This design comes from an exercise in tuning for small area, a short achievable clock period and few clock cycles on the open sky130 flow, not from production work. Power is estimated from default activity; no workload was simulated.

Setup of run 1:
==> flow/design.v (excerpt) <==
module day2pt2(
  input  logic clk,
  input  logic rst,
  input logic tvalid_rx,
  output logic tready_rx,
  input logic [7:0] tdata_rx,
  input logic tlast_rx,
  output logic tvalid_tx,
  input logic tready_tx,
  output logic [31:0] tdata_tx,
  output logic tlast_tx
);
localparam logic [31:0] CUT = 32'h0410_8420;  
logic       clr;         
logic       rv;          
logic       rl;          
logic [6:0] rd;          
always @(posedge clk) begin
  clr <= rst;
  rv <= ~rst & tvalid_rx & tready_rx;
  rl <= tlast_rx;
  rd <= tdata_rx[6:0];
end
logic is_digit;
assign is_digit = ~rd[6] & rd[4] & ~(rd[3] & rd[1]);
logic       prevd;       
logic       sp;          
logic [6:0] v;           
logic       pR, pG, pB;  
logic       wR, wG, wB;  
logic       urgent;      
logic       end_flag;    
logic [6:0] mR, mG, mB;
logic [6:0] A;
logic       st1, st2;    
logic [2:0] cnt;         
logic       m1;          
logic       en2;         
logic [31:0] acc;
logic [31:0] cr;         
logic busy, last, pend, go;
assign busy = st1 | st2;
assign last = (cnt == 3'd6);
assign pend = pR | pG | pB;
logic [6:0] msel;
assign msel = ({7{pR}} & mR) | ({7{pG}} & mG) | ({7{pB}} & mB);
logic gt;
always_comb begin
  logic g, e;
  g = 1'b0; e = 1'b1;
  for (int i = 6; i >= 0; i--) begin
    g = g | (e & v[i] & ~msel[i]);
    e = e & ~(v[i] ^ msel[i]);
  end
  gt = g;
end
logic [6:0] vn;
always_comb begin
  logic [6:0] x, y, z, s, cs;
  logic c;
  x = prevd ? {v[3:0], 3'b0} : 7'd0;
  y = prevd ? {v[5:0], 1'b0} : 7'd0;
  z = {3'b0, rd[3:0]};
  cs[0] = 1'b0;
  for (int i = 0; i < 7; i++) s[i] = x[i] ^ y[i] ^ z[i];
  for (int i = 0; i < 6; i++) cs[i+1] = (x[i] & y[i]) | (x[i] & z[i]) | (y[i] & z[i]);
  c = 1'b0;
  for (int i = 0; i < 7; i++) begin
    vn[i] = s[i] ^ cs[i] ^ c;
    c = (s[i] & cs[i]) | (s[i] & c) | (cs[i] & c);
  end
end
logic [7:0] sum1;
  ...
For scale: about 460 cells after synthesis, roughly 100 flip-flops, ~48 I/O pins, about 4600 um2 of cells after synthesis.
Settings: LEC_CHECK=0, CAP_MARGIN=20, CORE_MARGIN=2, CORE_UTILIZATION=40, CTS_BUF_LIST=sky130_fd_sc_hd__clkbuf_8, CTS_CLUSTER_SIZE=40, SLEW_MARGIN=20; clock period 10.0 ns.
standard.sh (not shown) runs the stock make flow with config.mk's settings and CLKGATE_MAP_FILE= SYNTH_SCRIPT=/design/flow/synth_recipe.tcl, a recipe that flattens the netlist after the stock synthesis.
==> flow/flow/run.sh <==
#!/bin/bash
# The standard layout, with plain buffers on the ports instead of the delay
# buffers buffer_ports picks by default.  Everything else is the standard.sh.
set -euo pipefail
export BUFFER_PORTS_ARGS="-buffer_cell sky130_fd_sc_hd__buf_1"
bash standard.sh > make_finish.log 2>&1
Having completed the whole flow, run 1 delivered a layout that passed the timing, DRC and antenna checks.
The inputs of run 2 differ from those of run 1 as listed below.
- clearing CTS_CLUSTER_SIZE, which used to be 40
- clearing CTS_BUF_LIST, which used to be sky130_fd_sc_hd__clkbuf_8
==> flow/run.sh (new file) <==
#!/bin/bash
# synth_recipe.tcl (not shown) runs the flow's synth.tcl, then flattens the netlist and writes it again
# the make line also repeats each setting of config.mk as NAME=value (left out here)
make -C /OpenROAD-flow-scripts/flow DESIGN_CONFIG=/design/flow/config.mk WORK_HOME=/design/flow/orfs CLKGATE_MAP_FILE= SYNTH_SCRIPT=/design/flow/synth_recipe.tcl finish
removed: flow/flow/run.sh
removed: flow/standard.sh
[summary]
Compared with run 1, run 2 shows layout buffer count excluding clock buffers lower by about 2%.
Launching element of the worst setup path = acc[31]: run 1; launching element of the worst setup path = acc[13]: run 2
Run 2 ran to completion and came out clean on the timing, DRC and antenna checks.
Run 2 ended with more initial detailed-routing violation count than run 1.
Run 2 -> run 1: combinational cell fraction of total power flat
Looking at shortest period the worst path allows, run 2 sits 330 ps above run 1.
Taking run 1 as the reference, in run 2 final worst-path setup slack now sits lower; post-detailed-routing wire length shows no meaningful change; critical path data arrival time up 330 ps; worst hold slack across all endpoints shows an increase of 3.4 ps.
--- input diff run 2..run 3 ---
==> flow/flow/run.sh (new file) <==
#!/bin/bash
# The standard layout, with plain buffers on the ports instead of the delay
# buffers buffer_ports picks by default.  Everything else is the standard.sh.
set -euo pipefail
export BUFFER_PORTS_ARGS="-buffer_cell sky130_fd_sc_hd__buf_1"
bash standard.sh > make_finish.log 2>&1
==> flow/standard.sh (new file) <==
#!/bin/bash
# synth_recipe.tcl (not shown) runs the flow's synth.tcl, then flattens the netlist and writes it again
# the make line also repeats each setting of config.mk as NAME=value (left out here)
make -C /OpenROAD-flow-scripts/flow DESIGN_CONFIG=/design/flow/config.mk WORK_HOME=/design/flow/orfs CLKGATE_MAP_FILE= SYNTH_SCRIPT=/design/flow/synth_recipe.tcl "${@:-finish}"
removed: flow/run.sh
## What came out
Between run 3 and run 2, the final wirelength figures differ only marginally. Compared with run 2, in run 3 worst ir drop on vdd shows an increase of 2.0%; final non-filler cell total shows no meaningful change; hold slack stayed essentially flat; first-pass iteration count of the detailed router shows a reduction of 1. From run 2 to run 3 the numbers moved as follows: global-route usage about even; finished layout cell area fell 300 um2. Run 3 -> run 2: fraction of power consumed by the clock network flat. | layout buffer count excluding clock buffers | run 3 vs run 2 | 1 higher |. Compared with run 2, run 3 shows a lower minimum period implied by the final worst setup slack.
No run of this note included a check of the RTL's function; only the layout flow was run.

==> afterwards: timing with drivers on the ports <==
How much do the figures lean on ideal ports? The routed layouts below were timed once more, with nothing changed but the port constraints. Step 1 sets driving cells, clkbuf_16 on the clock port and buf_2 on the other inputs (assumed; they add their load-dependent delay and slew). Step 2 also shifts input and output timing later by t, the mid clock arrival at the registers, as if the neighbouring blocks saw the same clock. Slacks: ideal / step 1 / step 2; pairs: ideal / step 1.
run | t, ns | slack for setup (ns) | clock arrival spread, ns | worst data-port slew with drivers (ns) | pins driven straight from the clock port
run 1 | 0.410 | 7.075 / 7.040 / 7.082 | 0.020 / 0.020 | 0.05 | 1
run 2 | 0.380 | 6.746 / 6.708 / 6.870 | 0.004 / 0.004 | 0.05 | 1
run 3 | 0.383 | 7.085 / 7.073 / 7.085 | 0.009 / 0.009 | 0.05 | 1
After both steps every run listed still meets setup and hold.
